Context: an optimization exercise on an open-source flow, tuned for small area and a short achievable clock period. The choices shown serve that exercise and are no tape-out recipe.
Function not checked in this run: the RTL went through the layout flow alone.
In this run the design's own scripts or RTL, not TritonCTS, make the clock network.
The flow treats the clock pin as an ideal source. Dropping or thinning the clock tree relies on that and would not hold on a real chip.
No activity file was given, so power comes from the tool's default toggle rates.

<file path="config.mk">
export PLATFORM = sky130hd
export DESIGN_NAME = alu_top
export DESIGN_NICKNAME = alu_top
export VERILOG_FILES = /design/flow/design.v
export SDC_FILE = /design/flow/constraint.sdc
export NUM_CORES = 4
export LEC_CHECK = 0
export CAP_MARGIN = 20
export CORE_MARGIN = 2
export CORE_UTILIZATION = 40
export SLEW_MARGIN = 20
export SYNTH_HIERARCHICAL = 1
</file>
<file path="constraint.sdc">
create_clock -name core_clock -period 14.5 [get_ports {clk}]
set_input_delay 2.9000 -clock core_clock [delete_from_list [all_inputs] [get_ports {clk}]]
set_output_delay 2.9000 -clock core_clock [all_outputs]
set_load 0.01 [all_outputs]
</file>
<file path="design.v">
module alu_top(clk, a, b, op, out, carry_out, over_flow, zero);
input clk;
input [31:0] a, b;
input [2:0] op;
output reg [31:0] out;
output reg carry_out, over_flow, zero;
reg [31:0] a_r, b_r;
reg [2:0] op_r;
wire [31:0] alu_out;
wire alu_carry_out, alu_over_flow, alu_zero;
ALU alu_core(a_r, b_r, op_r, alu_out, alu_carry_out, alu_over_flow, alu_zero);
always @(posedge clk) begin
	a_r <= a;
	b_r <= b;
	op_r <= op;
	out <= alu_out;
	carry_out <= alu_carry_out;
	over_flow <= alu_over_flow;
	zero <= alu_zero;
end
endmodule

module lf_aoi21(a, b, c, y);
input a, b, c;
output y;
assign y = ~((a & b) | c);
endmodule
module lf_inv(a, y);
input a;
output y;
assign y = ~a;
endmodule
module lf_mux2(s, a, b, y);
input s, a, b;
output y;
assign y = s ? b : a;
endmodule
module lf_mux2i(s, a, b, y);
input s, a, b;
output y;
assign y = ~(s ? b : a);
endmodule
module lf_nand2(a, b, y);
input a, b;
output y;
assign y = ~(a & b);
endmodule
module lf_nand4(a, b, c, d, y);
input a, b, c, d;
output y;
assign y = ~(a & b & c & d);
endmodule
module lf_nandn(a, b, y);
input a, b;
output y;
assign y = ~(~a & b);
endmodule
module lf_nor2(a, b, y);
input a, b;
output y;
assign y = ~(a | b);
endmodule
module lf_nor4(a, b, c, d, y);
input a, b, c, d;
output y;
assign y = ~(a | b | c | d);
endmodule
module lf_oai21(a, b, c, y);
input a, b, c;
output y;
assign y = ~((a | b) & c);
endmodule
module lf_oai22(a, b, c, d, y);
input a, b, c, d;
output y;
assign y = ~((a | b) & (c | d));
endmodule
module lf_xnor2(a, b, y);
input a, b;
output y;
assign y = ~(a ^ b);
endmodule
module lf_xor2(a, b, y);
input a, b;
output y;
assign y = a ^ b;
endmodule
module ALU(a, b, addr, out, carry_out, over_flow, zero);
input [31:0] a, b;
input [2:0] addr;
output [31:0] out;
output carry_out, over_flow, zero;
wire op3 = (addr == 3'd3);
wire bi  = (addr == 3'd1) | op3;             
wire inv = (addr == 3'd5) | (addr == 3'd6);  
wire ci  = bi | inv;                         
wire cin_n = ~ci;
wire epn = (addr == 3'd3) | (addr == 3'd4) | (addr == 3'd5);  
wire egn = ~addr[2];                                           
wire ec  = (addr == 3'd0) | (addr == 3'd1);
wire ecn = ~ec;
wire q_1;
wire q_2;
wire q_3;
wire q_4;
wire q_5;
wire q_6;
wire q_7;
wire q_8;
wire q_9;
wire q_10;
wire q_11;
wire q_12;
wire q_13;
wire q_14;
wire q_15;
wire q_16;
wire q_17;
wire q_18;
wire q_19;
wire q_20;
wire q_21;
wire q_22;
wire q_23;
wire q_24;
wire q_25;
wire q_26;
wire q_27;
wire q_28;
wire q_29;
wire q_30;
wire q_31;
wire q_32;
wire bin_33;
wire bin_34;
wire bin_35;
wire bin_36;
wire bin_37;
wire bin_38;
wire bin_39;
wire bin_40;
wire pn_41;
wire pn_42;
wire pn_43;
wire pn_44;
wire pn_45;
wire pn_46;
wire pn_47;
wire pn_48;
wire pn_49;
wire pn_50;
wire pn_51;
wire pn_52;
wire pn_53;
wire pn_54;
wire pn_55;
wire pn_56;
wire pn_57;
wire pn_58;
wire pn_59;
wire pn_60;
wire pn_61;
wire pn_62;
wire pn_63;
wire pn_64;
wire pn_65;
wire pn_66;
wire pn_67;
wire pn_68;
wire pn_69;
wire pn_70;
wire pn_71;
wire pn_72;
wire gn_73;
wire gn_74;
wire gn_75;
wire gn_76;
wire gn_77;
wire gn_78;
wire gn_79;
wire gn_80;
wire gn_81;
wire gn_82;
wire gn_83;
wire gn_84;
wire gn_85;
wire gn_86;
wire gn_87;
wire gn_88;
wire gn_89;
wire gn_90;
wire gn_91;
wire gn_92;
wire gn_93;
wire gn_94;
wire gn_95;
wire gn_96;
wire gn_97;
wire gn_98;
wire gn_99;
wire gn_100;
wire gn_101;
wire gn_102;
wire gn_103;
wire gn_104;
wire G_105;
wire G_106;
wire G_107;
wire P_108;
wire G_109;
wire P_110;
wire G_111;
wire P_112;
wire G_113;
wire P_114;
wire G_115;
wire P_116;
wire G_117;
wire P_118;
wire G_119;
wire P_120;
wire G_121;
wire P_122;
wire G_123;
wire P_124;
wire G_125;
wire P_126;
wire G_127;
wire P_128;
wire G_129;
wire P_130;
wire G_131;
wire P_132;
wire G_133;
wire P_134;
wire G_135;
wire P_136;
wire G_137;
wire G_138;
wire P_139;
wire G_140;
wire P_141;
wire G_142;
wire P_143;
wire G_144;
wire P_145;
wire G_146;
wire P_147;
wire G_148;
wire P_149;
wire G_150;
wire P_151;
wire G_152;
wire G_153;
wire P_154;
wire G_155;
wire P_156;
wire G_157;
wire P_158;
wire G_159;
wire G_160;
wire P_161;
wire G_162;
wire i_163;
wire G_164;
wire i_165;
wire G_166;
wire G_167;
wire G_168;
wire i_169;
wire G_170;
wire G_171;
wire G_172;
wire G_173;
wire G_174;
wire i_175;
wire G_176;
wire G_177;
wire i_178;
wire G_179;
wire G_180;
wire G_181;
wire G_182;
wire G_183;
wire i_184;
wire G_185;
wire G_186;
wire G_187;
wire G_188;
wire i_189;
wire G_190;
wire G_191;
wire G_192;
wire G_193;
wire i_194;
wire G_195;
wire G_196;
wire L_197;
wire L_198;
wire kn_199;
wire M_200;
wire L_201;
wire k_202;
wire M_203;
wire L_204;
wire M_205;
wire L_206;
wire M_207;
wire L_208;
wire M_209;
wire L_210;
wire M_211;
wire L_212;
wire M_213;
wire L_214;
wire k_215;
wire M_216;
wire L_217;
wire M_218;
wire L_219;
wire kn_220;
wire M_221;
wire L_222;
wire M_223;
wire L_224;
wire M_225;
wire L_226;
wire M_227;
wire L_228;
wire M_229;
wire L_230;
wire M_231;
wire L_232;
wire kn_233;
wire M_234;
wire L_235;
wire k_236;
wire M_237;
wire L_238;
wire M_239;
wire L_240;
wire M_241;
wire L_242;
wire M_243;
wire L_244;
wire M_245;
wire L_246;
wire M_247;
wire L_248;
wire M_249;
wire L_250;
wire kn_251;
wire M_252;
wire L_253;
wire k_254;
wire M_255;
wire L_256;
wire M_257;
wire L_258;
wire M_259;
wire L_260;
wire M_261;
wire L_262;
wire M_263;
wire L_264;
wire M_265;
wire L_266;
wire M_267;
wire z_268;
wire z_269;
wire z_270;
wire z_271;
wire z_272;
wire z_273;
wire z_274;
wire z_275;
wire z_276;
wire z_277;
wire z_278;
wire z_279;
wire z_280;
wire z_281;
wire z_282;
wire z_283;
wire z_284;
wire z_285;
wire z_286;
wire z_287;
wire mb0;
wire c31 = G_196;
wire c32 = G_162;
wire p31 = ~pn_72;
wire k1 = (op3 & ~p31) | inv;
wire k0 = (op3 & p31) | inv;
wire m1 = (ec & ci) | k1;
wire m0 = (ec & ci) | k0;
assign carry_out = c32 ^ inv;
assign over_flow = c31 ^ c32;
  lf_xnor2 u0 (.a(a[0]), .b(b[0]), .y(q_1));
  lf_xnor2 u1 (.a(a[1]), .b(b[1]), .y(q_2));
  lf_xnor2 u2 (.a(a[2]), .b(b[2]), .y(q_3));
  lf_xnor2 u3 (.a(a[3]), .b(b[3]), .y(q_4));
  lf_xnor2 u4 (.a(a[4]), .b(b[4]), .y(q_5));
  lf_xnor2 u5 (.a(a[5]), .b(b[5]), .y(q_6));
  lf_xnor2 u6 (.a(a[6]), .b(b[6]), .y(q_7));
  lf_xnor2 u7 (.a(a[7]), .b(b[7]), .y(q_8));
  lf_xnor2 u8 (.a(a[8]), .b(b[8]), .y(q_9));
  lf_xnor2 u9 (.a(a[9]), .b(b[9]), .y(q_10));
  lf_xnor2 u10 (.a(a[10]), .b(b[10]), .y(q_11));
  lf_xnor2 u11 (.a(a[11]), .b(b[11]), .y(q_12));
  lf_xnor2 u12 (.a(a[12]), .b(b[12]), .y(q_13));
  lf_xnor2 u13 (.a(a[13]), .b(b[13]), .y(q_14));
  lf_xnor2 u14 (.a(a[14]), .b(b[14]), .y(q_15));
  lf_xnor2 u15 (.a(a[15]), .b(b[15]), .y(q_16));
  lf_xnor2 u16 (.a(a[16]), .b(b[16]), .y(q_17));
  lf_xnor2 u17 (.a(a[17]), .b(b[17]), .y(q_18));
  lf_xnor2 u18 (.a(a[18]), .b(b[18]), .y(q_19));
  lf_xnor2 u19 (.a(a[19]), .b(b[19]), .y(q_20));
  lf_xnor2 u20 (.a(a[20]), .b(b[20]), .y(q_21));
  lf_xnor2 u21 (.a(a[21]), .b(b[21]), .y(q_22));
  lf_xnor2 u22 (.a(a[22]), .b(b[22]), .y(q_23));
  lf_xnor2 u23 (.a(a[23]), .b(b[23]), .y(q_24));
  lf_xnor2 u24 (.a(a[24]), .b(b[24]), .y(q_25));
  lf_xnor2 u25 (.a(a[25]), .b(b[25]), .y(q_26));
  lf_xnor2 u26 (.a(a[26]), .b(b[26]), .y(q_27));
  lf_xnor2 u27 (.a(a[27]), .b(b[27]), .y(q_28));
  lf_xnor2 u28 (.a(a[28]), .b(b[28]), .y(q_29));
  lf_xnor2 u29 (.a(a[29]), .b(b[29]), .y(q_30));
  lf_xnor2 u30 (.a(a[30]), .b(b[30]), .y(q_31));
  lf_xnor2 u31 (.a(a[31]), .b(b[31]), .y(q_32));
  lf_nandn u32 (.a(addr[2]), .b(addr[0]), .y(bin_33));
  lf_nandn u33 (.a(addr[2]), .b(addr[0]), .y(bin_34));
  lf_nandn u34 (.a(addr[2]), .b(addr[0]), .y(bin_35));
  lf_nandn u35 (.a(addr[2]), .b(addr[0]), .y(bin_36));
  lf_nandn u36 (.a(addr[2]), .b(addr[0]), .y(bin_37));
  lf_nandn u37 (.a(addr[2]), .b(addr[0]), .y(bin_38));
  lf_nandn u38 (.a(addr[2]), .b(addr[0]), .y(bin_39));
  lf_nandn u39 (.a(addr[2]), .b(addr[0]), .y(bin_40));
  lf_xnor2 u40 (.a(q_1), .b(bin_33), .y(pn_41));
  lf_xnor2 u41 (.a(q_2), .b(bin_33), .y(pn_42));
  lf_xnor2 u42 (.a(q_3), .b(bin_33), .y(pn_43));
  lf_xnor2 u43 (.a(q_4), .b(bin_33), .y(pn_44));
  lf_xnor2 u44 (.a(q_5), .b(bin_34), .y(pn_45));
  lf_xnor2 u45 (.a(q_6), .b(bin_34), .y(pn_46));
  lf_xnor2 u46 (.a(q_7), .b(bin_34), .y(pn_47));
  lf_xnor2 u47 (.a(q_8), .b(bin_34), .y(pn_48));
  lf_xnor2 u48 (.a(q_9), .b(bin_35), .y(pn_49));
  lf_xnor2 u49 (.a(q_10), .b(bin_35), .y(pn_50));
  lf_xnor2 u50 (.a(q_11), .b(bin_35), .y(pn_51));
  lf_xnor2 u51 (.a(q_12), .b(bin_35), .y(pn_52));
  lf_xnor2 u52 (.a(q_13), .b(bin_36), .y(pn_53));
  lf_xnor2 u53 (.a(q_14), .b(bin_36), .y(pn_54));
  lf_xnor2 u54 (.a(q_15), .b(bin_36), .y(pn_55));
  lf_xnor2 u55 (.a(q_16), .b(bin_36), .y(pn_56));
  lf_xnor2 u56 (.a(q_17), .b(bin_37), .y(pn_57));
  lf_xnor2 u57 (.a(q_18), .b(bin_37), .y(pn_58));
  lf_xnor2 u58 (.a(q_19), .b(bin_37), .y(pn_59));
  lf_xnor2 u59 (.a(q_20), .b(bin_37), .y(pn_60));
  lf_xnor2 u60 (.a(q_21), .b(bin_38), .y(pn_61));
  lf_xnor2 u61 (.a(q_22), .b(bin_38), .y(pn_62));
  lf_xnor2 u62 (.a(q_23), .b(bin_38), .y(pn_63));
  lf_xnor2 u63 (.a(q_24), .b(bin_38), .y(pn_64));
  lf_xnor2 u64 (.a(q_25), .b(bin_39), .y(pn_65));
  lf_xnor2 u65 (.a(q_26), .b(bin_39), .y(pn_66));
  lf_xnor2 u66 (.a(q_27), .b(bin_39), .y(pn_67));
  lf_xnor2 u67 (.a(q_28), .b(bin_39), .y(pn_68));
  lf_xnor2 u68 (.a(q_29), .b(bin_40), .y(pn_69));
  lf_xnor2 u69 (.a(q_30), .b(bin_40), .y(pn_70));
  lf_xnor2 u70 (.a(q_31), .b(bin_40), .y(pn_71));
  lf_xnor2 u71 (.a(q_32), .b(bin_40), .y(pn_72));
  lf_nand2 u72 (.a(a[0]), .b(pn_41), .y(gn_73));
  lf_nand2 u73 (.a(a[1]), .b(pn_42), .y(gn_74));
  lf_nand2 u74 (.a(a[2]), .b(pn_43), .y(gn_75));
  lf_nand2 u75 (.a(a[3]), .b(pn_44), .y(gn_76));
  lf_nand2 u76 (.a(a[4]), .b(pn_45), .y(gn_77));
  lf_nand2 u77 (.a(a[5]), .b(pn_46), .y(gn_78));
  lf_nand2 u78 (.a(a[6]), .b(pn_47), .y(gn_79));
  lf_nand2 u79 (.a(a[7]), .b(pn_48), .y(gn_80));
  lf_nand2 u80 (.a(a[8]), .b(pn_49), .y(gn_81));
  lf_nand2 u81 (.a(a[9]), .b(pn_50), .y(gn_82));
  lf_nand2 u82 (.a(a[10]), .b(pn_51), .y(gn_83));
  lf_nand2 u83 (.a(a[11]), .b(pn_52), .y(gn_84));
  lf_nand2 u84 (.a(a[12]), .b(pn_53), .y(gn_85));
  lf_nand2 u85 (.a(a[13]), .b(pn_54), .y(gn_86));
  lf_nand2 u86 (.a(a[14]), .b(pn_55), .y(gn_87));
  lf_nand2 u87 (.a(a[15]), .b(pn_56), .y(gn_88));
  lf_nand2 u88 (.a(a[16]), .b(pn_57), .y(gn_89));
  lf_nand2 u89 (.a(a[17]), .b(pn_58), .y(gn_90));
  lf_nand2 u90 (.a(a[18]), .b(pn_59), .y(gn_91));
  lf_nand2 u91 (.a(a[19]), .b(pn_60), .y(gn_92));
  lf_nand2 u92 (.a(a[20]), .b(pn_61), .y(gn_93));
  lf_nand2 u93 (.a(a[21]), .b(pn_62), .y(gn_94));
  lf_nand2 u94 (.a(a[22]), .b(pn_63), .y(gn_95));
  lf_nand2 u95 (.a(a[23]), .b(pn_64), .y(gn_96));
  lf_nand2 u96 (.a(a[24]), .b(pn_65), .y(gn_97));
  lf_nand2 u97 (.a(a[25]), .b(pn_66), .y(gn_98));
  lf_nand2 u98 (.a(a[26]), .b(pn_67), .y(gn_99));
  lf_nand2 u99 (.a(a[27]), .b(pn_68), .y(gn_100));
  lf_nand2 u100 (.a(a[28]), .b(pn_69), .y(gn_101));
  lf_nand2 u101 (.a(a[29]), .b(pn_70), .y(gn_102));
  lf_nand2 u102 (.a(a[30]), .b(pn_71), .y(gn_103));
  lf_nand2 u103 (.a(a[31]), .b(pn_72), .y(gn_104));
  lf_mux2i u104 (.s(pn_41), .a(ci), .b(a[0]), .y(G_105));
  lf_oai21 u105 (.a(pn_42), .b(G_105), .c(gn_74), .y(G_106));
  lf_oai21 u106 (.a(pn_44), .b(gn_75), .c(gn_76), .y(G_107));
  lf_nor2 u107 (.a(pn_44), .b(pn_43), .y(P_108));
  lf_oai21 u108 (.a(pn_46), .b(gn_77), .c(gn_78), .y(G_109));
  lf_nor2 u109 (.a(pn_46), .b(pn_45), .y(P_110));
  lf_oai21 u110 (.a(pn_48), .b(gn_79), .c(gn_80), .y(G_111));
  lf_nor2 u111 (.a(pn_48), .b(pn_47), .y(P_112));
  lf_oai21 u112 (.a(pn_50), .b(gn_81), .c(gn_82), .y(G_113));
  lf_nor2 u113 (.a(pn_50), .b(pn_49), .y(P_114));
  lf_oai21 u114 (.a(pn_52), .b(gn_83), .c(gn_84), .y(G_115));
  lf_nor2 u115 (.a(pn_52), .b(pn_51), .y(P_116));
  lf_oai21 u116 (.a(pn_54), .b(gn_85), .c(gn_86), .y(G_117));
  lf_nor2 u117 (.a(pn_54), .b(pn_53), .y(P_118));
  lf_oai21 u118 (.a(pn_56), .b(gn_87), .c(gn_88), .y(G_119));
  lf_nor2 u119 (.a(pn_56), .b(pn_55), .y(P_120));
  lf_oai21 u120 (.a(pn_58), .b(gn_89), .c(gn_90), .y(G_121));
  lf_nor2 u121 (.a(pn_58), .b(pn_57), .y(P_122));
  lf_oai21 u122 (.a(pn_60), .b(gn_91), .c(gn_92), .y(G_123));
  lf_nor2 u123 (.a(pn_60), .b(pn_59), .y(P_124));
  lf_oai21 u124 (.a(pn_62), .b(gn_93), .c(gn_94), .y(G_125));
  lf_nor2 u125 (.a(pn_62), .b(pn_61), .y(P_126));
  lf_oai21 u126 (.a(pn_64), .b(gn_95), .c(gn_96), .y(G_127));
  lf_nor2 u127 (.a(pn_64), .b(pn_63), .y(P_128));
  lf_oai21 u128 (.a(pn_66), .b(gn_97), .c(gn_98), .y(G_129));
  lf_nor2 u129 (.a(pn_66), .b(pn_65), .y(P_130));
  lf_oai21 u130 (.a(pn_68), .b(gn_99), .c(gn_100), .y(G_131));
  lf_nor2 u131 (.a(pn_68), .b(pn_67), .y(P_132));
  lf_oai21 u132 (.a(pn_70), .b(gn_101), .c(gn_102), .y(G_133));
  lf_nor2 u133 (.a(pn_70), .b(pn_69), .y(P_134));
  lf_oai21 u134 (.a(pn_72), .b(gn_103), .c(gn_104), .y(G_135));
  lf_nor2 u135 (.a(pn_72), .b(pn_71), .y(P_136));
  lf_aoi21 u136 (.a(P_108), .b(G_106), .c(G_107), .y(G_137));
  lf_aoi21 u137 (.a(P_112), .b(G_109), .c(G_111), .y(G_138));
  lf_nand2 u138 (.a(P_112), .b(P_110), .y(P_139));
  lf_aoi21 u139 (.a(P_116), .b(G_113), .c(G_115), .y(G_140));
  lf_nand2 u140 (.a(P_116), .b(P_114), .y(P_141));
  lf_aoi21 u141 (.a(P_120), .b(G_117), .c(G_119), .y(G_142));
  lf_nand2 u142 (.a(P_120), .b(P_118), .y(P_143));
  lf_aoi21 u143 (.a(P_124), .b(G_121), .c(G_123), .y(G_144));
  lf_nand2 u144 (.a(P_124), .b(P_122), .y(P_145));
  lf_aoi21 u145 (.a(P_128), .b(G_125), .c(G_127), .y(G_146));
  lf_nand2 u146 (.a(P_128), .b(P_126), .y(P_147));
  lf_aoi21 u147 (.a(P_132), .b(G_129), .c(G_131), .y(G_148));
  lf_nand2 u148 (.a(P_132), .b(P_130), .y(P_149));
  lf_aoi21 u149 (.a(P_136), .b(G_133), .c(G_135), .y(G_150));
  lf_nand2 u150 (.a(P_136), .b(P_134), .y(P_151));
  lf_oai21 u151 (.a(P_139), .b(G_137), .c(G_138), .y(G_152));
  lf_oai21 u152 (.a(P_143), .b(G_140), .c(G_142), .y(G_153));
  lf_nor2 u153 (.a(P_143), .b(P_141), .y(P_154));
  lf_oai21 u154 (.a(P_147), .b(G_144), .c(G_146), .y(G_155));
  lf_nor2 u155 (.a(P_147), .b(P_145), .y(P_156));
  lf_oai21 u156 (.a(P_151), .b(G_148), .c(G_150), .y(G_157));
  lf_nor2 u157 (.a(P_151), .b(P_149), .y(P_158));
  lf_aoi21 u158 (.a(P_154), .b(G_152), .c(G_153), .y(G_159));
  lf_aoi21 u159 (.a(P_158), .b(G_155), .c(G_157), .y(G_160));
  lf_nand2 u160 (.a(P_158), .b(P_156), .y(P_161));
  lf_oai21 u161 (.a(P_161), .b(G_159), .c(G_160), .y(G_162));
  lf_inv u162 (.a(G_159), .y(i_163));
  lf_aoi21 u163 (.a(P_156), .b(i_163), .c(G_155), .y(G_164));
  lf_inv u164 (.a(G_152), .y(i_165));
  lf_oai21 u165 (.a(P_141), .b(i_165), .c(G_140), .y(G_166));
  lf_oai21 u166 (.a(P_145), .b(G_159), .c(G_144), .y(G_167));
  lf_oai21 u167 (.a(P_149), .b(G_164), .c(G_148), .y(G_168));
  lf_inv u168 (.a(G_137), .y(i_169));
  lf_aoi21 u169 (.a(P_110), .b(i_169), .c(G_109), .y(G_170));
  lf_aoi21 u170 (.a(P_114), .b(G_152), .c(G_113), .y(G_171));
  lf_aoi21 u171 (.a(P_118), .b(G_166), .c(G_117), .y(G_172));
  lf_aoi21 u172 (.a(P_122), .b(i_163), .c(G_121), .y(G_173));
  lf_aoi21 u173 (.a(P_126), .b(G_167), .c(G_125), .y(G_174));
  lf_inv u174 (.a(G_164), .y(i_175));
  lf_aoi21 u175 (.a(P_130), .b(i_175), .c(G_129), .y(G_176));
  lf_aoi21 u176 (.a(P_134), .b(G_168), .c(G_133), .y(G_177));
  lf_inv u177 (.a(G_106), .y(i_178));
  lf_oai21 u178 (.a(pn_43), .b(i_178), .c(gn_75), .y(G_179));
  lf_oai21 u179 (.a(pn_45), .b(G_137), .c(gn_77), .y(G_180));
  lf_oai21 u180 (.a(pn_47), .b(G_170), .c(gn_79), .y(G_181));
  lf_oai21 u181 (.a(pn_49), .b(i_165), .c(gn_81), .y(G_182));
  lf_oai21 u182 (.a(pn_51), .b(G_171), .c(gn_83), .y(G_183));
  lf_inv u183 (.a(G_166), .y(i_184));
  lf_oai21 u184 (.a(pn_53), .b(i_184), .c(gn_85), .y(G_185));
  lf_oai21 u185 (.a(pn_55), .b(G_172), .c(gn_87), .y(G_186));
  lf_oai21 u186 (.a(pn_57), .b(G_159), .c(gn_89), .y(G_187));
  lf_oai21 u187 (.a(pn_59), .b(G_173), .c(gn_91), .y(G_188));
  lf_inv u188 (.a(G_167), .y(i_189));
  lf_oai21 u189 (.a(pn_61), .b(i_189), .c(gn_93), .y(G_190));
  lf_oai21 u190 (.a(pn_63), .b(G_174), .c(gn_95), .y(G_191));
  lf_oai21 u191 (.a(pn_65), .b(G_164), .c(gn_97), .y(G_192));
  lf_oai21 u192 (.a(pn_67), .b(G_176), .c(gn_99), .y(G_193));
  lf_inv u193 (.a(G_168), .y(i_194));
  lf_oai21 u194 (.a(pn_69), .b(i_194), .c(gn_101), .y(G_195));
  lf_oai21 u195 (.a(pn_71), .b(G_177), .c(gn_103), .y(G_196));
  lf_oai22 u196 (.a(pn_41), .b(epn), .c(gn_73), .d(egn), .y(L_197));
  lf_xor2 u197 (.a(L_197), .b(mb0), .y(out[0]));
  lf_oai22 u198 (.a(pn_42), .b(epn), .c(gn_74), .d(egn), .y(L_198));
  lf_mux2i u199 (.s(G_162), .a(k0), .b(k1), .y(kn_199));
  lf_oai21 u200 (.a(G_105), .b(ecn), .c(kn_199), .y(M_200));
  lf_xor2 u201 (.a(L_198), .b(M_200), .y(out[1]));
  lf_oai22 u202 (.a(pn_43), .b(epn), .c(gn_75), .d(egn), .y(L_201));
  lf_mux2 u203 (.s(G_162), .a(k0), .b(k1), .y(k_202));
  lf_aoi21 u204 (.a(G_106), .b(ec), .c(k_202), .y(M_203));
  lf_xnor2 u205 (.a(L_201), .b(M_203), .y(out[2]));
  lf_oai22 u206 (.a(pn_44), .b(epn), .c(gn_76), .d(egn), .y(L_204));
  lf_aoi21 u207 (.a(G_179), .b(ec), .c(k_202), .y(M_205));
  lf_xnor2 u208 (.a(L_204), .b(M_205), .y(out[3]));
  lf_oai22 u209 (.a(pn_45), .b(epn), .c(gn_77), .d(egn), .y(L_206));
  lf_oai21 u210 (.a(G_137), .b(ecn), .c(kn_199), .y(M_207));
  lf_xor2 u211 (.a(L_206), .b(M_207), .y(out[4]));
  lf_oai22 u212 (.a(pn_46), .b(epn), .c(gn_78), .d(egn), .y(L_208));
  lf_aoi21 u213 (.a(G_180), .b(ec), .c(k_202), .y(M_209));
  lf_xnor2 u214 (.a(L_208), .b(M_209), .y(out[5]));
  lf_oai22 u215 (.a(pn_47), .b(epn), .c(gn_79), .d(egn), .y(L_210));
  lf_oai21 u216 (.a(G_170), .b(ecn), .c(kn_199), .y(M_211));
  lf_xor2 u217 (.a(L_210), .b(M_211), .y(out[6]));
  lf_oai22 u218 (.a(pn_48), .b(epn), .c(gn_80), .d(egn), .y(L_212));
  lf_aoi21 u219 (.a(G_181), .b(ec), .c(k_202), .y(M_213));
  lf_xnor2 u220 (.a(L_212), .b(M_213), .y(out[7]));
  lf_oai22 u221 (.a(pn_49), .b(epn), .c(gn_81), .d(egn), .y(L_214));
  lf_mux2 u222 (.s(G_162), .a(k0), .b(k1), .y(k_215));
  lf_aoi21 u223 (.a(G_152), .b(ec), .c(k_215), .y(M_216));
  lf_xnor2 u224 (.a(L_214), .b(M_216), .y(out[8]));
  lf_oai22 u225 (.a(pn_50), .b(epn), .c(gn_82), .d(egn), .y(L_217));
  lf_aoi21 u226 (.a(G_182), .b(ec), .c(k_215), .y(M_218));
  lf_xnor2 u227 (.a(L_217), .b(M_218), .y(out[9]));
  lf_oai22 u228 (.a(pn_51), .b(epn), .c(gn_83), .d(egn), .y(L_219));
  lf_mux2i u229 (.s(G_162), .a(k0), .b(k1), .y(kn_220));
  lf_oai21 u230 (.a(G_171), .b(ecn), .c(kn_220), .y(M_221));
  lf_xor2 u231 (.a(L_219), .b(M_221), .y(out[10]));
  lf_oai22 u232 (.a(pn_52), .b(epn), .c(gn_84), .d(egn), .y(L_222));
  lf_aoi21 u233 (.a(G_183), .b(ec), .c(k_215), .y(M_223));
  lf_xnor2 u234 (.a(L_222), .b(M_223), .y(out[11]));
  lf_oai22 u235 (.a(pn_53), .b(epn), .c(gn_85), .d(egn), .y(L_224));
  lf_aoi21 u236 (.a(G_166), .b(ec), .c(k_215), .y(M_225));
  lf_xnor2 u237 (.a(L_224), .b(M_225), .y(out[12]));
  lf_oai22 u238 (.a(pn_54), .b(epn), .c(gn_86), .d(egn), .y(L_226));
  lf_aoi21 u239 (.a(G_185), .b(ec), .c(k_215), .y(M_227));
  lf_xnor2 u240 (.a(L_226), .b(M_227), .y(out[13]));
  lf_oai22 u241 (.a(pn_55), .b(epn), .c(gn_87), .d(egn), .y(L_228));
  lf_oai21 u242 (.a(G_172), .b(ecn), .c(kn_220), .y(M_229));
  lf_xor2 u243 (.a(L_228), .b(M_229), .y(out[14]));
  lf_oai22 u244 (.a(pn_56), .b(epn), .c(gn_88), .d(egn), .y(L_230));
  lf_aoi21 u245 (.a(G_186), .b(ec), .c(k_215), .y(M_231));
  lf_xnor2 u246 (.a(L_230), .b(M_231), .y(out[15]));
  lf_oai22 u247 (.a(pn_57), .b(epn), .c(gn_89), .d(egn), .y(L_232));
  lf_mux2i u248 (.s(G_162), .a(k0), .b(k1), .y(kn_233));
  lf_oai21 u249 (.a(G_159), .b(ecn), .c(kn_233), .y(M_234));
  lf_xor2 u250 (.a(L_232), .b(M_234), .y(out[16]));
  lf_oai22 u251 (.a(pn_58), .b(epn), .c(gn_90), .d(egn), .y(L_235));
  lf_mux2 u252 (.s(G_162), .a(k0), .b(k1), .y(k_236));
  lf_aoi21 u253 (.a(G_187), .b(ec), .c(k_236), .y(M_237));
  lf_xnor2 u254 (.a(L_235), .b(M_237), .y(out[17]));
  lf_oai22 u255 (.a(pn_59), .b(epn), .c(gn_91), .d(egn), .y(L_238));
  lf_oai21 u256 (.a(G_173), .b(ecn), .c(kn_233), .y(M_239));
  lf_xor2 u257 (.a(L_238), .b(M_239), .y(out[18]));
  lf_oai22 u258 (.a(pn_60), .b(epn), .c(gn_92), .d(egn), .y(L_240));
  lf_aoi21 u259 (.a(G_188), .b(ec), .c(k_236), .y(M_241));
  lf_xnor2 u260 (.a(L_240), .b(M_241), .y(out[19]));
  lf_oai22 u261 (.a(pn_61), .b(epn), .c(gn_93), .d(egn), .y(L_242));
  lf_aoi21 u262 (.a(G_167), .b(ec), .c(k_236), .y(M_243));
  lf_xnor2 u263 (.a(L_242), .b(M_243), .y(out[20]));
  lf_oai22 u264 (.a(pn_62), .b(epn), .c(gn_94), .d(egn), .y(L_244));
  lf_aoi21 u265 (.a(G_190), .b(ec), .c(k_236), .y(M_245));
  lf_xnor2 u266 (.a(L_244), .b(M_245), .y(out[21]));
  lf_oai22 u267 (.a(pn_63), .b(epn), .c(gn_95), .d(egn), .y(L_246));
  lf_oai21 u268 (.a(G_174), .b(ecn), .c(kn_233), .y(M_247));
  lf_xor2 u269 (.a(L_246), .b(M_247), .y(out[22]));
  lf_oai22 u270 (.a(pn_64), .b(epn), .c(gn_96), .d(egn), .y(L_248));
  lf_aoi21 u271 (.a(G_191), .b(ec), .c(k_236), .y(M_249));
  lf_xnor2 u272 (.a(L_248), .b(M_249), .y(out[23]));
  lf_oai22 u273 (.a(pn_65), .b(epn), .c(gn_97), .d(egn), .y(L_250));
  lf_mux2i u274 (.s(G_162), .a(k0), .b(k1), .y(kn_251));
  lf_oai21 u275 (.a(G_164), .b(ecn), .c(kn_251), .y(M_252));
  lf_xor2 u276 (.a(L_250), .b(M_252), .y(out[24]));
  lf_oai22 u277 (.a(pn_66), .b(epn), .c(gn_98), .d(egn), .y(L_253));
  lf_mux2 u278 (.s(G_162), .a(k0), .b(k1), .y(k_254));
  lf_aoi21 u279 (.a(G_192), .b(ec), .c(k_254), .y(M_255));
  lf_xnor2 u280 (.a(L_253), .b(M_255), .y(out[25]));
  lf_oai22 u281 (.a(pn_67), .b(epn), .c(gn_99), .d(egn), .y(L_256));
  lf_oai21 u282 (.a(G_176), .b(ecn), .c(kn_251), .y(M_257));
  lf_xor2 u283 (.a(L_256), .b(M_257), .y(out[26]));
  lf_oai22 u284 (.a(pn_68), .b(epn), .c(gn_100), .d(egn), .y(L_258));
  lf_aoi21 u285 (.a(G_193), .b(ec), .c(k_254), .y(M_259));
  lf_xnor2 u286 (.a(L_258), .b(M_259), .y(out[27]));
  lf_oai22 u287 (.a(pn_69), .b(epn), .c(gn_101), .d(egn), .y(L_260));
  lf_aoi21 u288 (.a(G_168), .b(ec), .c(k_254), .y(M_261));
  lf_xnor2 u289 (.a(L_260), .b(M_261), .y(out[28]));
  lf_oai22 u290 (.a(pn_70), .b(epn), .c(gn_102), .d(egn), .y(L_262));
  lf_aoi21 u291 (.a(G_195), .b(ec), .c(k_254), .y(M_263));
  lf_xnor2 u292 (.a(L_262), .b(M_263), .y(out[29]));
  lf_oai22 u293 (.a(pn_71), .b(epn), .c(gn_103), .d(egn), .y(L_264));
  lf_oai21 u294 (.a(G_177), .b(ecn), .c(kn_251), .y(M_265));
  lf_xor2 u295 (.a(L_264), .b(M_265), .y(out[30]));
  lf_oai22 u296 (.a(pn_72), .b(epn), .c(gn_104), .d(egn), .y(L_266));
  lf_aoi21 u297 (.a(G_196), .b(ec), .c(k_254), .y(M_267));
  lf_xnor2 u298 (.a(L_266), .b(M_267), .y(out[31]));
  lf_nor2 u299 (.a(out[0]), .b(out[1]), .y(z_268));
  lf_nor2 u300 (.a(out[2]), .b(out[3]), .y(z_269));
  lf_nor2 u301 (.a(out[4]), .b(out[5]), .y(z_270));
  lf_nor2 u302 (.a(out[6]), .b(out[7]), .y(z_271));
  lf_nor2 u303 (.a(out[8]), .b(out[9]), .y(z_272));
  lf_nor2 u304 (.a(out[10]), .b(out[11]), .y(z_273));
  lf_nor2 u305 (.a(out[12]), .b(out[13]), .y(z_274));
  lf_nor2 u306 (.a(out[14]), .b(out[15]), .y(z_275));
  lf_nor2 u307 (.a(out[16]), .b(out[17]), .y(z_276));
  lf_nor2 u308 (.a(out[18]), .b(out[19]), .y(z_277));
  lf_nor2 u309 (.a(out[20]), .b(out[21]), .y(z_278));
  lf_nor2 u310 (.a(out[22]), .b(out[23]), .y(z_279));
  lf_nor2 u311 (.a(out[24]), .b(out[25]), .y(z_280));
  lf_nor2 u312 (.a(out[26]), .b(out[27]), .y(z_281));
  lf_nor2 u313 (.a(out[28]), .b(out[29]), .y(z_282));
  lf_nor2 u314 (.a(out[30]), .b(out[31]), .y(z_283));
  lf_nand4 u315 (.a(z_268), .b(z_269), .c(z_270), .d(z_271), .y(z_284));
  lf_nand4 u316 (.a(z_272), .b(z_273), .c(z_274), .d(z_275), .y(z_285));
  lf_nand4 u317 (.a(z_276), .b(z_277), .c(z_278), .d(z_279), .y(z_286));
  lf_nand4 u318 (.a(z_280), .b(z_281), .c(z_282), .d(z_283), .y(z_287));
  lf_nor4 u319 (.a(z_284), .b(z_285), .c(z_286), .d(z_287), .y(zero));
lf_mux2 um (.s(c32), .a(m0), .b(m1), .y(mb0));   
endmodule
</file>
<file path="flow/run.sh">
#!/bin/bash
# The standard layout (standard.sh) with these changes to how it is made:
#  - the port buffers are sky130 buf_1 rather than the resizer's default pick;
#  - before floorplanning every combinational cell is set to drive strength 1
#    (flow/downsize.tcl), so only the resizer's timing repair sizes cells up;
#  - the timing repair aims at a setup slack margin of SETUP_MARGIN ns;
#  - the clock port drives MCTS_K buffers that each drive the flip-flops of
#    one region (flow/cts_hook.tcl), instead of TritonCTS's two-level tree.
# Each tool's output goes to ORFS's own per-step logs under orfs/logs; make's
# output goes to standard.log.
export BUFFER_PORTS_ARGS="-buffer_cell sky130_fd_sc_hd__buf_1"
export SETUP_SLACK_MARGIN=${SETUP_MARGIN:-10.8}
export PRE_FLOORPLAN_TCL=$PWD/flow/downsize.tcl
export MCTS_K=${MCTS_K:-4}
export MCTS_CELL=${MCTS_CELL:-sky130_fd_sc_hd__buf_12}
export PRE_CTS_TCL=$PWD/flow/cts_hook.tcl
bash standard.sh > standard.log 2>&1
</file>
<file path="flow/cts_hook.tcl">
# Clock distribution with one level of buffers: the clock port drives
# K buffer cells, each driving the flip-flops of one region of the
# core (the flip-flops split into K groups of equal size by position).
proc manual_cts {K {cell sky130_fd_sc_hd__clkbuf_16}} {
  set block [ord::get_db_block]
  set clknet [$block findNet clk]
  set master [[ord::get_db] findMaster $cell]
  set sinks {}
  foreach it [$clknet getITerms] {
    set inst [$it getInst]
    set xy [$inst getLocation]
    lappend sinks [list $it [lindex $xy 0] [lindex $xy 1]]
  }
  # split along the longer side of the sinks' bounding box
  set xs [lsort -integer [lmap s $sinks {lindex $s 1}]]
  set ys [lsort -integer [lmap s $sinks {lindex $s 2}]]
  set idx [expr {([lindex $xs end] - [lindex $xs 0]) >= ([lindex $ys end] - [lindex $ys 0]) ? 1 : 2}]
  set sinks [lsort -integer -index $idx $sinks]
  set n [llength $sinks]
  for {set g 0} {$g < $K} {incr g} {
    set lo [expr {$g * $n / $K}]
    set hi [expr {($g + 1) * $n / $K - 1}]
    set grp [lrange $sinks $lo $hi]
    set inst [odb::dbInst_create $block $master "clkbuf_m_$g"]
    set net [odb::dbNet_create $block "clk_m_$g"]
    $net setSigType CLOCK
    [$inst findITerm A] connect $clknet
    [$inst findITerm X] connect $net
    set sx 0; set sy 0
    foreach s $grp {
      set it [lindex $s 0]
      $it disconnect
      $it connect $net
      incr sx [lindex $s 1]; incr sy [lindex $s 2]
    }
    set m [llength $grp]
    $inst setLocation [expr {$sx / $m}] [expr {$sy / $m}]
    $inst setPlacementStatus PLACED
  }
}

# Used as the PRE_CTS hook of the standard flow: build the one-level clock
# distribution here, then let cts.tcl go on (detailed placement, timing
# repair) with TritonCTS's own tree building turned into a no-op.
manual_cts $::env(MCTS_K) $::env(MCTS_CELL)
set_propagated_clock [all_clocks]
rename clock_tree_synthesis tritoncts_clock_tree_synthesis
proc clock_tree_synthesis {args} {
  puts "cts_hook.tcl: clock_tree_synthesis skipped (one-level clock buffers built in the PRE_CTS hook)"
}
</file>
<file path="flow/downsize.tcl">
# Start placement from the smallest drive of every combinational cell that
# synthesis sized up; the timing repair later in the flow sizes up again only
# the cells on paths that need it. Flip-flops are left as synthesis made them.
set db [ord::get_db]
set n 0
foreach inst [[ord::get_db_block] getInsts] {
  set m [[$inst getMaster] getName]
  if {[regexp {^(sky130_fd_sc_hd__([a-z0-9]+))_([0-9]+)$} $m -> base kind sz] && $sz > 1
      && ![string match df* $kind] && ![string match sdf* $kind] && ![string match dl* $kind]} {
    set nm [$db findMaster ${base}_1]
    if {$nm ne "NULL"} {
      $inst swapMaster $nm
      incr n
    }
  }
}
puts "downsize.tcl: $n cells set to drive strength 1"
</file>
<file path="standard.sh">
#!/bin/bash
# synth_recipe.tcl (not shown) runs the flow's synth.tcl, then flattens the netlist and writes it again
# the make line also repeats each setting of config.mk as NAME=value (left out here)
make -C /OpenROAD-flow-scripts/flow DESIGN_CONFIG=/design/flow/config.mk WORK_HOME=/design/flow/orfs CLKGATE_MAP_FILE= SYNTH_SCRIPT=/design/flow/synth_recipe.tcl "${@:-finish}"
</file>
==> results.sh <==
export IMPL_dr_pass1_iters=4
export IMPL_layout_common_cells="102 x buf_1, 100 x dfxtp_1, 68 x xnor2_1, 45 x o21ai_1, 44 x nand2_1"
export IMPL_final_nets=628
export IMPL_initial_core_util_pct=40.64
export IMPL_ff2ff_path_depth=16
export IMPL_synthCells=443
export IMPL_fin_ws_ns=10.93
export IMPL_drv_slew=0
export IMPL_worst_path_largest_cell_delay_ns=0.37
export IMPL_insertion_delay_ns=0.14
export IMPL_grt_use_met3_pct=1.113
export IMPL_ir_drop_v=0.00005812
export IMPL_grt_overflow=0
export IMPL_cp_required_ns=11.60
export IMPL_dp_cells=681
export IMPL_fin_tns_setup_ns=0
export IMPL_startpoint_type="flop"
export IMPL_place_hpwl_um=6985
export IMPL_port_buffers=102
export IMPL_cp_max_fo=1
export IMPL_rows=37
export IMPL_use_met1_pct=20.51
export IMPL_p_per_area_nw_per_um2=139.3
export IMPL_clkTransAtPathRegs_ns=0.10
export IMPL_crit_buf_inv=1
export IMPL_worst_hold_slack_ns=0.6300
export IMPL_grt_pass1_wl_um=14700
export IMPL_design_area_um2=5090
export IMPL_met2_usage_pct=27.97
export IMPL_hold_path_depth=2
export IMPL_setup_viol=0
export IMPL_holdBufCountCts=0
export IMPL_busiest_layer="met2"
export IMPL_grt_pass1_vias=3318
export IMPL_period_needed_ns=3.565
export IMPL_critical_path_class="reg2out"
export IMPL_drive_above_1_share_pct=9.319
export IMPL_die_area_um2=11180
export IMPL_antenna_found_initial=0
export IMPL_slowest_stage="dfxtp_1"
export IMPL_grt_usage_pct=15.61
export IMPL_clock_skew_ns=0.01259
export IMPL_crit_chain="buf_1"
export IMPL_drt_antenna_violating_nets=0
export IMPL_fillers=1004
export IMPL_p_leak_nw=1.917
export IMPL_drc=0
export IMPL_die_w_um=105.7
export IMPL_hold_path_class="reg2reg"
export IMPL_die_y_um=105.7
export IMPL_grt_setup_unrepaired="no"
export IMPL_stdcell_count=694
export IMPL_post_drt_via_cell_ratio=4.927
export IMPL_yosys_warnings=7
export IMPL_cp_depth=1
export IMPL_via_count=3419
export IMPL_outcome="complete, no violations"
export IMPL_first_iter_violations=181
export IMPL_gp_congestion=0.8712
export IMPL_io_pins=103
export IMPL_crit_family="flip-flops"
export IMPL_post_route_util_pct=49.98
export IMPL_worst_slew_pin_slew_ns=0.8382
export IMPL_fin_crit_sh_pct=24.59
export IMPL_core_um2=10180
export IMPL_postPlaceCellArea_um2=4700
export IMPL_syn_num_nets=511
export IMPL_grt_max_degree=34
export IMPL_finalHoldViolations=0
export IMPL_place_ws_ns=9.810
export IMPL_n_antenna_cell=0
export IMPL_final_common_cell="buf_1"
export IMPL_fmax_ghz=0.2805
export IMPL_p_total_mw=0.7089
export IMPL_wl_per_cell_um=13.59
export IMPL_critPathCaptureType="output port"
export IMPL_drv_cap=0
export IMPL_slew_headroom_pct=43.64
export IMPL_crit_arrival_ns=0.67
export IMPL_drt_wl_total_um=9429
-- flip-flops by register name, indices dropped and copies added, names as in the netlist --
register	count
a_r	32
b_r	32
out	32
op_r	3
carry_out	1
over_flow	1
zero	1
-- path summary, 6_finish.rpt --
| check | startpoint | endpoint | slack (ns) |
|---|---|---|---|
| worst min register to register | op_r[2] | carry_out | 0.63 |
| worst min-delay path | op_r[2] | carry_out | 0.63 |
| worst max-delay path | out[7] | out[7] | 10.93 |
| worst max register to register | op_r[2] | zero | 10.99 |
-- cell type report --
cell class | instances | area, um2 | area share, %
buffer | 4 | 80.08 | 1.573
inverter | 10 | 37.54 | 0.7375
multi-input combinational | 330 | 2295 | 45.08
sequential | 102 | 2049 | 40.27
tap | 136 | 170.2 | 3.343
timing repair buffer | 112 | 457.9 | 8.997
-- tightest hold or removal path: stages (launching register included) --
cell and delay (ns):
dfxtp_4 0.40, nand2_1 0.11, xnor2_1 0.07
-- metal layers --
metal / routed length, um / vias up / share of wire, %
li1: - / 1746 / -
met1: 4184 / 1569 / 44
met2: 4668 / 92 / 50
met3: 405 / 12 / 4.3
met4: 171 / 0 / 1.8
met5: 0 / - / 0
-- power by group --
part / total, mW / internal, mW / switching, mW
logic: 0.248 / 0.100 / 0.148
clock network: 0.112 / 0.0449 / 0.0675
registers: 0.349 / 0.328 / 0.0201
total: 0.709 / 0.474 / 0.235
-- repair_timing --
item / 4_1_cts / 5_1_grt
pin swaps: 3 / 5
setup buffers: 2 / 7
resized for setup: 11 / 33
setup endpoints to repair: 34 / 1

[port drivers added, routing unchanged]
The results above use ideal ports. As a check the final layout listed here was re-extracted and re-timed, cells and wires unchanged.
Step 1: set_driving_cell puts a clkbuf_16 on clk and a buf_2 on each other input, an assumption about the parent block.
Step 2 times the ports against the registers' clock, not the clock port: input delays grow and output delays shrink by t, the midpoint of the rising clock arrivals with the driver on.
a / b / c = ideal ports / drivers / drivers and shift; a / b = the first two.
t, ns: 0.210
setup WS [ns]: 10.935 / 10.856 / 10.990
pins driven straight from the clock port: 4
After both steps setup and hold are still met in this run. For this run, drivers alone change the setup slack by -0.079 ns; drivers and shift together by +0.055 ns.
